This is an optimization exercise on Yosys and OpenROAD, whose aim is small area, a short achievable clock period and few clock cycles per item, not a production implementation. At most, simulation tests tie the RTL to the original design; equivalence was not proved.

==> inputs of run Y <==
Design Fibonacci, start of the top module:
module Fibonacci(
    input CLK,
    input RST,
    input [31:0] INP, input IE,
    output [31:0] OUT, output OE);
clock: 4.0 ns
lec_check: 0
abc_clock_period_in_ps: 3000
cap_margin: 20
core_margin: 2
core_utilization: 40
cts_buf_list: sky130_fd_sc_hd__clkbuf_8 sky130_fd_sc_hd__clkbuf_4
setup_slack_margin: 0.2
slew_margin: 20
synth_hierarchical: 1
standard.sh (not shown) runs the stock make flow with config.mk's settings and CLKGATE_MAP_FILE= SYNTH_SCRIPT=/design/flow/synth_recipe.tcl, a recipe that flattens the netlist after the stock synthesis.
==> flow/flow/run.sh <==
#!/bin/bash
# The standard layout (the standard.sh: ORFS synthesis to finish), with
# the port buffers made of sky130_fd_sc_hd__buf_2 cells instead of the cell buffer_ports picks
# by default (a slow delay buffer). Make's output goes to flow.log here.
set -euo pipefail
bash standard.sh "BUFFER_PORTS_ARGS=-buffer_cell sky130_fd_sc_hd__buf_2" finish > flow.log 2>&1
==> inputs of run X, as changes to run Y <==
--- a/flow/config.mk
+++ b/flow/config.mk
@@ -8,8 +8,9 @@
 export ABC_CLOCK_PERIOD_IN_PS = 3000
 export CAP_MARGIN = 20
 export CORE_MARGIN = 2
-export CORE_UTILIZATION = 40
-export CTS_BUF_LIST = sky130_fd_sc_hd__clkbuf_8 sky130_fd_sc_hd__clkbuf_4
+export CORE_UTILIZATION = 30
+export CTS_BUF_LIST = sky130_fd_sc_hd__clkbuf_16 sky130_fd_sc_hd__clkbuf_8 sky130_fd_sc_hd__clkbuf_4
 export SETUP_SLACK_MARGIN = 0.2
 export SLEW_MARGIN = 20
 export SYNTH_HIERARCHICAL = 1
+export SYNTH_MEMORY_MAX_BITS = 65536
==> comparison table <==
                                                       run Y       run X
Count of synthesis-stage warnings from yosys               1           7
Outcome                                       did not finish  no timing/DRC/antenna violations
Last stage reached                                 1_2_yosys           -
Testbench counts of run Y, summed over its fixed seeds: cycles 935, items 384.
Testbench counts of run X, summed over its fixed seeds: cycles 935, items 384.

* * *

==> build 91 <==
==> flow/design.v <==
module FA(input a, input b, input c, output s, output co);
    assign s = a ^ b ^ c;
    assign co = (a & b) | (c & (a ^ b));
endmodule
module Fibonacci(
    input CLK,
    input RST,
    input [31:0] INP, input IE,
    output [31:0] OUT, output OE);
    reg [31:0] u, v;
    reg [27:0] cnt;    
    reg [0:0] act;    
    reg oe;           
    wire idle = ~act[0];
    assign OUT = v;
    assign OE = oe;
    wire go = IE & idle;
    wire [3:0] r = INP[3:0];
    wire [27:0] nit = INP[31:4];
    reg [31:0] pu, pv;
    always @* begin
        case (r)
        4'd0: begin pu = 32'hfffffc25; pv = 32'h00000000; end
        4'd1: begin pu = 32'h00000262; pv = 32'h00000001; end
        4'd2: begin pu = 32'hfffffe87; pv = 32'h00000001; end
        4'd3: begin pu = 32'h000000e9; pv = 32'h00000002; end
        4'd4: begin pu = 32'hffffff70; pv = 32'h00000003; end
        4'd5: begin pu = 32'h00000059; pv = 32'h00000005; end
        4'd6: begin pu = 32'hffffffc9; pv = 32'h00000008; end
        4'd7: begin pu = 32'h00000022; pv = 32'h0000000d; end
        4'd8: begin pu = 32'hffffffeb; pv = 32'h00000015; end
        4'd9: begin pu = 32'h0000000d; pv = 32'h00000022; end
        4'd10: begin pu = 32'hfffffff8; pv = 32'h00000037; end
        4'd11: begin pu = 32'h00000005; pv = 32'h00000059; end
        4'd12: begin pu = 32'hfffffffd; pv = 32'h00000090; end
        4'd13: begin pu = 32'h00000002; pv = 32'h000000e9; end
        4'd14: begin pu = 32'hffffffff; pv = 32'h00000179; end
        4'd15: begin pu = 32'h00000001; pv = 32'h00000262; end
        endcase
    end
    wire s1 = ~v[11] ^ v[6];
    wire c1 = ~v[11] & v[6];
    wire s2, c2;
    FA f2(.a(~v[12]), .b(v[7]), .c(v[5]), .s(s2), .co(c2));
    wire s3, c3;
    FA f3(.a(~v[13]), .b(v[8]), .c(v[6]), .s(s3), .co(c3));
    wire s4, c4;
    FA f4(.a(~v[14]), .b(v[9]), .c(v[7]), .s(s4), .co(c4));
    wire s5, c5;
    FA f5(.a(~v[15]), .b(v[10]), .c(v[8]), .s(s5), .co(c5));
    wire s6, c6;
    FA f6(.a(~v[16]), .b(v[11]), .c(v[9]), .s(s6), .co(c6));
    wire s7, c7;
    FA f7(.a(~v[17]), .b(v[12]), .c(v[10]), .s(s7), .co(c7));
    wire s8, c8;
    FA f8(.a(~v[18]), .b(v[13]), .c(v[11]), .s(s8), .co(c8));
    wire s9, c9;
    FA f9(.a(~v[19]), .b(v[14]), .c(v[12]), .s(s9), .co(c9));
    wire s10, c10;
    FA f10(.a(~v[20]), .b(v[15]), .c(v[13]), .s(s10), .co(c10));
    wire s11, c11;
    FA f11(.a(~v[21]), .b(v[16]), .c(v[14]), .s(s11), .co(c11));
    wire s12, c12;
    FA f12(.a(~v[22]), .b(v[17]), .c(v[15]), .s(s12), .co(c12));
    wire s13, c13;
    FA f13(.a(~v[23]), .b(v[18]), .c(v[16]), .s(s13), .co(c13));
    wire s14, c14;
    FA f14(.a(~v[24]), .b(v[19]), .c(v[17]), .s(s14), .co(c14));
    wire s15, c15;
    FA f15(.a(~v[25]), .b(v[20]), .c(v[18]), .s(s15), .co(c15));
    wire s16, c16;
    FA f16(.a(~v[26]), .b(v[21]), .c(v[19]), .s(s16), .co(c16));
    wire s17, c17;
    FA f17(.a(~v[27]), .b(v[22]), .c(v[20]), .s(s17), .co(c17));
    wire s18, c18;
    FA f18(.a(~v[28]), .b(v[23]), .c(v[21]), .s(s18), .co(c18));
    wire s19, c19;
    FA f19(.a(~v[29]), .b(v[24]), .c(v[22]), .s(s19), .co(c19));
    wire s20, c20;
    FA f20(.a(~v[30]), .b(v[25]), .c(v[23]), .s(s20), .co(c20));
    wire s21, c21;
    FA f21(.a(~v[31]), .b(v[26]), .c(v[24]), .s(s21), .co(c21));
    wire s22 = ~v[7] ^ v[2];
    wire c22 = ~v[7] & v[2];
    wire s23, c23;
    FA f23(.a(~v[8]), .b(v[3]), .c(v[1]), .s(s23), .co(c23));
    wire s24, c24;
    FA f24(.a(~v[9]), .b(v[4]), .c(v[2]), .s(s24), .co(c24));
    wire s25, c25;
    FA f25(.a(~v[10]), .b(v[5]), .c(v[3]), .s(s25), .co(c25));
    wire s26, c26;
    FA f26(.a(v[4]), .b(v[0]), .c(~u[11]), .s(s26), .co(c26));
    wire s27, c27;
    FA f27(.a(v[1]), .b(~u[12]), .c(c1), .s(s27), .co(c27));
    wire s28, c28;
    FA f28(.a(v[2]), .b(~u[13]), .c(c2), .s(s28), .co(c28));
    wire s29, c29;
    FA f29(.a(v[3]), .b(~u[14]), .c(c3), .s(s29), .co(c29));
    wire s30, c30;
    FA f30(.a(v[4]), .b(~u[15]), .c(c4), .s(s30), .co(c30));
    wire s31, c31;
    FA f31(.a(v[5]), .b(~u[16]), .c(c5), .s(s31), .co(c31));
    wire s32, c32;
    FA f32(.a(v[6]), .b(~u[17]), .c(c6), .s(s32), .co(c32));
    wire s33, c33;
    FA f33(.a(v[7]), .b(~u[18]), .c(c7), .s(s33), .co(c33));
    wire s34, c34;
    FA f34(.a(v[8]), .b(~u[19]), .c(c8), .s(s34), .co(c34));
    wire s35, c35;
    FA f35(.a(v[9]), .b(~u[20]), .c(c9), .s(s35), .co(c35));
    wire s36, c36;
    FA f36(.a(v[10]), .b(~u[21]), .c(c10), .s(s36), .co(c36));
    wire s37, c37;
    FA f37(.a(v[11]), .b(~u[22]), .c(c11), .s(s37), .co(c37));
    wire s38, c38;
    FA f38(.a(v[12]), .b(~u[23]), .c(c12), .s(s38), .co(c38));
    wire s39, c39;
    FA f39(.a(v[13]), .b(~u[24]), .c(c13), .s(s39), .co(c39));
    wire s40, c40;
    FA f40(.a(v[14]), .b(~u[25]), .c(c14), .s(s40), .co(c40));
    wire s41, c41;
    FA f41(.a(v[15]), .b(~u[26]), .c(c15), .s(s41), .co(c41));
    wire s42, c42;
    FA f42(.a(v[16]), .b(~u[27]), .c(c16), .s(s42), .co(c42));
    wire s43, c43;
    FA f43(.a(v[17]), .b(~u[28]), .c(c17), .s(s43), .co(c43));
    wire s44, c44;
    FA f44(.a(v[18]), .b(~u[29]), .c(c18), .s(s44), .co(c44));
    wire s45, c45;
    FA f45(.a(v[19]), .b(~u[30]), .c(c19), .s(s45), .co(c45));
    wire s46, c46;
    FA f46(.a(v[20]), .b(~u[31]), .c(c20), .s(s46), .co(c46));
    wire s47 = ~~v[1];
    wire c47 = ~v[1];
    wire s48 = ~v[2] ^ ~u[2];
    wire c48 = ~v[2] & ~u[2];
    wire s49 = ~v[3] ^ ~u[3];
    wire c49 = ~v[3] & ~u[3];
    wire s50 = ~v[4] ^ ~u[4];
    wire c50 = ~v[4] & ~u[4];
    wire s51, c51;
    FA f51(.a(~v[5]), .b(v[0]), .c(~u[5]), .s(s51), .co(c51));
    wire s52, c52;
    FA f52(.a(~v[6]), .b(v[1]), .c(~u[6]), .s(s52), .co(c52));
    wire s53, c53;
    FA f53(.a(v[0]), .b(~u[7]), .c(s22), .s(s53), .co(c53));
    wire s54, c54;
    FA f54(.a(~u[8]), .b(c22), .c(s23), .s(s54), .co(c54));
    wire s55, c55;
    FA f55(.a(~u[9]), .b(c23), .c(s24), .s(s55), .co(c55));
    wire s56, c56;
    FA f56(.a(~u[10]), .b(c24), .c(s25), .s(s56), .co(c56));
    wire s57, c57;
    FA f57(.a(s1), .b(c25), .c(s26), .s(s57), .co(c57));
    wire s58, c58;
    FA f58(.a(c26), .b(s2), .c(s27), .s(s58), .co(c58));
    wire s59, c59;
    FA f59(.a(s3), .b(c27), .c(s28), .s(s59), .co(c59));
    wire s60, c60;
    FA f60(.a(s4), .b(c28), .c(s29), .s(s60), .co(c60));
    wire s61, c61;
    FA f61(.a(s5), .b(c29), .c(s30), .s(s61), .co(c61));
    wire s62, c62;
    FA f62(.a(s6), .b(c30), .c(s31), .s(s62), .co(c62));
    wire s63, c63;
    FA f63(.a(s7), .b(c31), .c(s32), .s(s63), .co(c63));
    wire s64, c64;
    FA f64(.a(s8), .b(c32), .c(s33), .s(s64), .co(c64));
    wire s65, c65;
    FA f65(.a(s9), .b(c33), .c(s34), .s(s65), .co(c65));
    wire s66, c66;
    FA f66(.a(s10), .b(c34), .c(s35), .s(s66), .co(c66));
    wire s67, c67;
    FA f67(.a(s11), .b(c35), .c(s36), .s(s67), .co(c67));
    wire s68, c68;
    FA f68(.a(s12), .b(c36), .c(s37), .s(s68), .co(c68));
    wire s69, c69;
    FA f69(.a(s13), .b(c37), .c(s38), .s(s69), .co(c69));
    wire s70, c70;
    FA f70(.a(s14), .b(c38), .c(s39), .s(s70), .co(c70));
    wire s71, c71;
    FA f71(.a(s15), .b(c39), .c(s40), .s(s71), .co(c71));
    wire s72, c72;
    FA f72(.a(s16), .b(c40), .c(s41), .s(s72), .co(c72));
    wire s73, c73;
    FA f73(.a(s17), .b(c41), .c(s42), .s(s73), .co(c73));
    wire s74, c74;
    FA f74(.a(s18), .b(c42), .c(s43), .s(s74), .co(c74));
    wire s75, c75;
    FA f75(.a(s19), .b(c43), .c(s44), .s(s75), .co(c75));
    wire s76, c76;
    FA f76(.a(s20), .b(c44), .c(s45), .s(s76), .co(c76));
    wire s77, c77;
    FA f77(.a(s21), .b(c45), .c(s46), .s(s77), .co(c77));
    wire [31:0] ra_0 = {c76, c75, c74, c73, c72, c71, c70, c69, c68, c67, c66, c65, c64, c63, c62, c61, c60, c59, c58, c57, c56, c55, c54, c53, c52, c51, c50, c49, c48, c47, s47, ~v[0]};
    wire [31:0] rb_0 = {s77, s76, s75, s74, s73, s72, s71, s70, s69, s68, s67, s66, s65, s64, s63, s62, s61, s60, s59, s58, s57, s56, s55, s54, s53, s52, s51, s50, s49, s48, ~u[1], ~u[0]};
    wire [32:0] sum_0 = ra_0 + rb_0;
    always @(posedge CLK) begin
        if (go) v[31:0] <= pv[31:0];
        else if (act[0]) v[31:0] <= sum_0[31:0];
        u[31:0] <= idle ? pu[31:0] : v[31:0];
        cnt <= idle ? nit : cnt - 1'b1;
        if (RST) begin
            act <= 0;
            oe <= 1'b1;
        end else if (go) begin
            act <= |nit;
            oe <= ~|nit;
        end else begin
            act <= act[0] & (cnt != 28'd1);
            oe <= ~(act[0] & (cnt != 28'd1));
        end
    end
endmodule
==> flow/flow/run.sh <==
#!/bin/bash
# The standard layout (the standard.sh: ORFS synthesis to finish), with
# the port buffers made of sky130_fd_sc_hd__buf_2 cells instead of the cell buffer_ports picks
# by default (a slow delay buffer). Make's output goes to flow.log here.
set -euo pipefail
bash standard.sh "BUFFER_PORTS_ARGS=-buffer_cell sky130_fd_sc_hd__buf_2" finish > flow.log 2>&1
==> flow/standard.sh <==
#!/bin/bash
# synth_recipe.tcl (not shown) runs the flow's synth.tcl, then flattens the netlist and writes it again
# the make line also repeats each setting of config.mk as NAME=value (left out here)
make -C /OpenROAD-flow-scripts/flow DESIGN_CONFIG=/design/flow/config.mk WORK_HOME=/design/flow/orfs CLKGATE_MAP_FILE= SYNTH_SCRIPT=/design/flow/synth_recipe.tcl "${@:-finish}"
==> flow/config.mk <==
export PLATFORM = sky130hd
export DESIGN_NAME = Fibonacci
export DESIGN_NICKNAME = Fibonacci
export VERILOG_FILES = /design/flow/design.v
export SDC_FILE = /design/flow/constraint.sdc
export NUM_CORES = 4
export LEC_CHECK = 0
export ABC_CLOCK_PERIOD_IN_PS = 3000
export CAP_MARGIN = 20
export CORE_MARGIN = 2
export CORE_UTILIZATION = 40
export CTS_BUF_LIST = sky130_fd_sc_hd__clkbuf_8 sky130_fd_sc_hd__clkbuf_4
export SETUP_SLACK_MARGIN = 0.3
export SLEW_MARGIN = 20
export SYNTH_HIERARCHICAL = 1
==> flow/constraint.sdc <==
create_clock -name core_clock -period 4.0 [get_ports {CLK}]
set_input_delay 0.8000 -clock core_clock [delete_from_list [all_inputs] [get_ports {CLK}]]
set_output_delay 0.8000 -clock core_clock [all_outputs]
set_load 0.01 [all_outputs]
==> inputs of build 95, as changes to build 91 <==
--- a/flow/design.v
+++ b/flow/design.v
@@ -7,7 +7,7 @@
     input RST,
     input [31:0] INP, input IE,
     output [31:0] OUT, output OE);
-    reg [31:0] u, v;
+    reg [31:0] nu, v;    
     reg [27:0] cnt;    
     reg [0:0] act;    
     reg oe;           
@@ -89,67 +89,67 @@
     wire s25, c25;
     FA f25(.a(~v[10]), .b(v[5]), .c(v[3]), .s(s25), .co(c25));
     wire s26, c26;
-    FA f26(.a(v[4]), .b(v[0]), .c(~u[11]), .s(s26), .co(c26));
+    FA f26(.a(v[4]), .b(v[0]), .c(nu[11]), .s(s26), .co(c26));
     wire s27, c27;
-    FA f27(.a(v[1]), .b(~u[12]), .c(c1), .s(s27), .co(c27));
+    FA f27(.a(v[1]), .b(nu[12]), .c(c1), .s(s27), .co(c27));
     wire s28, c28;
-    FA f28(.a(v[2]), .b(~u[13]), .c(c2), .s(s28), .co(c28));
+    FA f28(.a(v[2]), .b(nu[13]), .c(c2), .s(s28), .co(c28));
     wire s29, c29;
-    FA f29(.a(v[3]), .b(~u[14]), .c(c3), .s(s29), .co(c29));
+    FA f29(.a(v[3]), .b(nu[14]), .c(c3), .s(s29), .co(c29));
     wire s30, c30;
-    FA f30(.a(v[4]), .b(~u[15]), .c(c4), .s(s30), .co(c30));
+    FA f30(.a(v[4]), .b(nu[15]), .c(c4), .s(s30), .co(c30));
     wire s31, c31;
-    FA f31(.a(v[5]), .b(~u[16]), .c(c5), .s(s31), .co(c31));
+    FA f31(.a(v[5]), .b(nu[16]), .c(c5), .s(s31), .co(c31));
     wire s32, c32;
-    FA f32(.a(v[6]), .b(~u[17]), .c(c6), .s(s32), .co(c32));
+    FA f32(.a(v[6]), .b(nu[17]), .c(c6), .s(s32), .co(c32));
     wire s33, c33;
-    FA f33(.a(v[7]), .b(~u[18]), .c(c7), .s(s33), .co(c33));
+    FA f33(.a(v[7]), .b(nu[18]), .c(c7), .s(s33), .co(c33));
     wire s34, c34;
-    FA f34(.a(v[8]), .b(~u[19]), .c(c8), .s(s34), .co(c34));
+    FA f34(.a(v[8]), .b(nu[19]), .c(c8), .s(s34), .co(c34));
     wire s35, c35;
-    FA f35(.a(v[9]), .b(~u[20]), .c(c9), .s(s35), .co(c35));
+    FA f35(.a(v[9]), .b(nu[20]), .c(c9), .s(s35), .co(c35));
     wire s36, c36;
-    FA f36(.a(v[10]), .b(~u[21]), .c(c10), .s(s36), .co(c36));
+    FA f36(.a(v[10]), .b(nu[21]), .c(c10), .s(s36), .co(c36));
     wire s37, c37;
-    FA f37(.a(v[11]), .b(~u[22]), .c(c11), .s(s37), .co(c37));
+    FA f37(.a(v[11]), .b(nu[22]), .c(c11), .s(s37), .co(c37));
     wire s38, c38;
-    FA f38(.a(v[12]), .b(~u[23]), .c(c12), .s(s38), .co(c38));
+    FA f38(.a(v[12]), .b(nu[23]), .c(c12), .s(s38), .co(c38));
     wire s39, c39;
-    FA f39(.a(v[13]), .b(~u[24]), .c(c13), .s(s39), .co(c39));
+    FA f39(.a(v[13]), .b(nu[24]), .c(c13), .s(s39), .co(c39));
     wire s40, c40;
-    FA f40(.a(v[14]), .b(~u[25]), .c(c14), .s(s40), .co(c40));
+    FA f40(.a(v[14]), .b(nu[25]), .c(c14), .s(s40), .co(c40));
     wire s41, c41;
-    FA f41(.a(v[15]), .b(~u[26]), .c(c15), .s(s41), .co(c41));
+    FA f41(.a(v[15]), .b(nu[26]), .c(c15), .s(s41), .co(c41));
     wire s42, c42;
-    FA f42(.a(v[16]), .b(~u[27]), .c(c16), .s(s42), .co(c42));
+    FA f42(.a(v[16]), .b(nu[27]), .c(c16), .s(s42), .co(c42));
     wire s43, c43;
-    FA f43(.a(v[17]), .b(~u[28]), .c(c17), .s(s43), .co(c43));
+    FA f43(.a(v[17]), .b(nu[28]), .c(c17), .s(s43), .co(c43));
     wire s44, c44;
-    FA f44(.a(v[18]), .b(~u[29]), .c(c18), .s(s44), .co(c44));
+    FA f44(.a(v[18]), .b(nu[29]), .c(c18), .s(s44), .co(c44));
     wire s45, c45;
-    FA f45(.a(v[19]), .b(~u[30]), .c(c19), .s(s45), .co(c45));
+    FA f45(.a(v[19]), .b(nu[30]), .c(c19), .s(s45), .co(c45));
     wire s46, c46;
-    FA f46(.a(v[20]), .b(~u[31]), .c(c20), .s(s46), .co(c46));
+    FA f46(.a(v[20]), .b(nu[31]), .c(c20), .s(s46), .co(c46));
     wire s47 = ~~v[1];
     wire c47 = ~v[1];
-    wire s48 = ~v[2] ^ ~u[2];
-    wire c48 = ~v[2] & ~u[2];
-    wire s49 = ~v[3] ^ ~u[3];
-    wire c49 = ~v[3] & ~u[3];
-    wire s50 = ~v[4] ^ ~u[4];
-    wire c50 = ~v[4] & ~u[4];
+    wire s48 = ~v[2] ^ nu[2];
+    wire c48 = ~v[2] & nu[2];
+    wire s49 = ~v[3] ^ nu[3];
+    wire c49 = ~v[3] & nu[3];
+    wire s50 = ~v[4] ^ nu[4];
+    wire c50 = ~v[4] & nu[4];
     wire s51, c51;
-    FA f51(.a(~v[5]), .b(v[0]), .c(~u[5]), .s(s51), .co(c51));
+    FA f51(.a(~v[5]), .b(v[0]), .c(nu[5]), .s(s51), .co(c51));
     wire s52, c52;
-    FA f52(.a(~v[6]), .b(v[1]), .c(~u[6]), .s(s52), .co(c52));
+    FA f52(.a(~v[6]), .b(v[1]), .c(nu[6]), .s(s52), .co(c52));
     wire s53, c53;
-    FA f53(.a(v[0]), .b(~u[7]), .c(s22), .s(s53), .co(c53));
+    FA f53(.a(v[0]), .b(nu[7]), .c(s22), .s(s53), .co(c53));
     wire s54, c54;
-    FA f54(.a(~u[8]), .b(c22), .c(s23), .s(s54), .co(c54));
+    FA f54(.a(nu[8]), .b(c22), .c(s23), .s(s54), .co(c54));
     wire s55, c55;
-    FA f55(.a(~u[9]), .b(c23), .c(s24), .s(s55), .co(c55));
+    FA f55(.a(nu[9]), .b(c23), .c(s24), .s(s55), .co(c55));
     wire s56, c56;
-    FA f56(.a(~u[10]), .b(c24), .c(s25), .s(s56), .co(c56));
+    FA f56(.a(nu[10]), .b(c24), .c(s25), .s(s56), .co(c56));
     wire s57, c57;
     FA f57(.a(s1), .b(c25), .c(s26), .s(s57), .co(c57));
     wire s58, c58;
@@ -193,12 +193,12 @@
     wire s77, c77;
     FA f77(.a(s21), .b(c45), .c(s46), .s(s77), .co(c77));
     wire [31:0] ra_0 = {c76, c75, c74, c73, c72, c71, c70, c69, c68, c67, c66, c65, c64, c63, c62, c61, c60, c59, c58, c57, c56, c55, c54, c53, c52, c51, c50, c49, c48, c47, s47, ~v[0]};
-    wire [31:0] rb_0 = {s77, s76, s75, s74, s73, s72, s71, s70, s69, s68, s67, s66, s65, s64, s63, s62, s61, s60, s59, s58, s57, s56, s55, s54, s53, s52, s51, s50, s49, s48, ~u[1], ~u[0]};
+    wire [31:0] rb_0 = {s77, s76, s75, s74, s73, s72, s71, s70, s69, s68, s67, s66, s65, s64, s63, s62, s61, s60, s59, s58, s57, s56, s55, s54, s53, s52, s51, s50, s49, s48, nu[1], nu[0]};
     wire [32:0] sum_0 = ra_0 + rb_0;
     always @(posedge CLK) begin
         if (go) v[31:0] <= pv[31:0];
         else if (act[0]) v[31:0] <= sum_0[31:0];
-        u[31:0] <= idle ? pu[31:0] : v[31:0];
+        nu[31:0] <= idle ? ~pu[31:0] : ~v[31:0];
         cnt <= idle ? nit : cnt - 1'b1;
         if (RST) begin
             act <= 0;
- ABC_CLOCK_PERIOD_IN_PS: 3000 -> unset
- SETUP_SLACK_MARGIN: 0.3 -> 0.1
==> inputs of build 28, as changes to build 91 <==
- ABC_CLOCK_PERIOD_IN_PS: 3000 -> 2000
- SETUP_SLACK_MARGIN: 0.3 -> 0.6
==> results.py <==
metrics = {
    "synth": {
        "muxShareOfSynthArea_pct": 1.69,
        "yosysTopAreaCellShare_pct": 19.5,
    },
    "setup_path": {
        "cp_cell_sequence": "fa_2 -> fa_1 -> fa_1 -> ha_4 -> a21oi_2 -> o21ai_2 -> or4b_4 -> o31ai_4 -> a21oi_4 -> a211oi_2 -> xor2_1 -> nor2_1",
    },
    "cells_and_area": {
        "n_clock_buffer": 9,
        "largest_registers": "u (32), v (32), cnt (28)",
    },
    "status": {
        "outcome": "complete, no violations",
    },
    "timing": {
        "fin_crit_ns": 3.96,
    },
}
[end of results for build 91]
==> results.py <==
metrics = {
    "clock_tree": {
        "cts_made_buffers": 9,
    },
    "status": {
        "outcome": "complete, no violations",
    },
    "timing": {
        "fin_crit_ns": 3.94,
    },
    "synth": {
        "yosysTopAreaCellShare_pct": 19.5,
        "muxShareOfSynthArea_pct": 1.69,
    },
    "routing": {
        "routed_wirelength_mm": 19.5,
    },
    "cells_and_area": {
        "largest_registers": "u (32), v (32), cnt (28)",
        "n_clock_buffer": 10,
    },
    "setup_path": {
        "cp_cell_sequence": "buf_6 -> fa_2 -> fa_1 -> fa_1 -> ha_4 -> nand2_4 -> o32ai_1 -> a211oi_2 -> o211ai_2 -> nand2_2 -> or4b_4 -> a21o_1 -> a21oi_2",
    },
    "global_routing": {
        "grt_start_max_net_pins": 59,
    },
}
[end of results for build 28]
==> results.py <==
metrics = {
    "cells_and_area": {
        "finalNetCount": 1056,
        "largest_class": "multi-input gates",
        "largest_registers": "nu (32), v (32), cnt (28)",
        "n_clock_buffer": 9,
    },
    "setup_path": {
        "cp_cell_sequence": "fa_1 -> fa_1 -> fa_1 -> ha_4 -> and4_4 -> nand4_1 -> or3_4 -> a2111oi_4 -> o21a_1 -> nor3_1",
    },
    "timing": {
        "fin_crit_ns": 3.94,
    },
    "status": {
        "outcome": "complete, no violations",
    },
    "synth": {
        "synthAdderAreaFrac_pct": 27.2,
        "synth_common_cells": "a21oi_1, fa_1, nor2_1",
        "postSynthAreaPerCell_sq_um": 9.41,
        "yosysTopAreaCellShare_pct": 19.2,
    },
    "global_routing": {
        "met1_usage_pct": 29.1,
    },
}
[end of results for build 95]
Testbench counts of build 91, summed over its fixed seeds: cycles 6,114, items 384.
Testbench counts of build 28, summed over its fixed seeds: cycles 6,114, items 384.
No functional check of the RTL was part of build 95.

re-timing with driven ports:
The flow's constraints put no driver on any port. The routed layouts listed below were extracted and timed again, unchanged, in two steps.
Step 1 sets driving cells, clkbuf_16 on the clock port and buf_2 on the other inputs (assumed; they add their load-dependent delay and slew).
Step 2 times the ports against the registers' clock, not the clock port: input delays grow and output delays shrink by t, the midpoint of the rising clock arrivals with the driver on.
Slacks: ideal / step 1 / step 2; pairs: ideal / step 1.
| run | t (ns) | setup slack, ns | slew at the worst register clock pin (ns) |
|---|---|---|---|
| run X | 0.420 | 0.315 / 0.347 / -0.073 | 0.08 / 0.08 |
| build 91 | 0.425 | 0.044 / 0.044 / 0.044 | 0.11 / 0.11 |
| build 95 | 0.427 | 0.059 / 0.059 / 0.059 | 0.12 / 0.12 |
| build 28 | 0.430 | 0.058 / 0.058 / 0.058 | 0.12 / 0.12 |
Met with ideal ports but missed after step 2: setup timing in run X. The setup slack of run X, which loses most, moves by +0.032 ns with the drivers and by -0.388 ns with both steps.
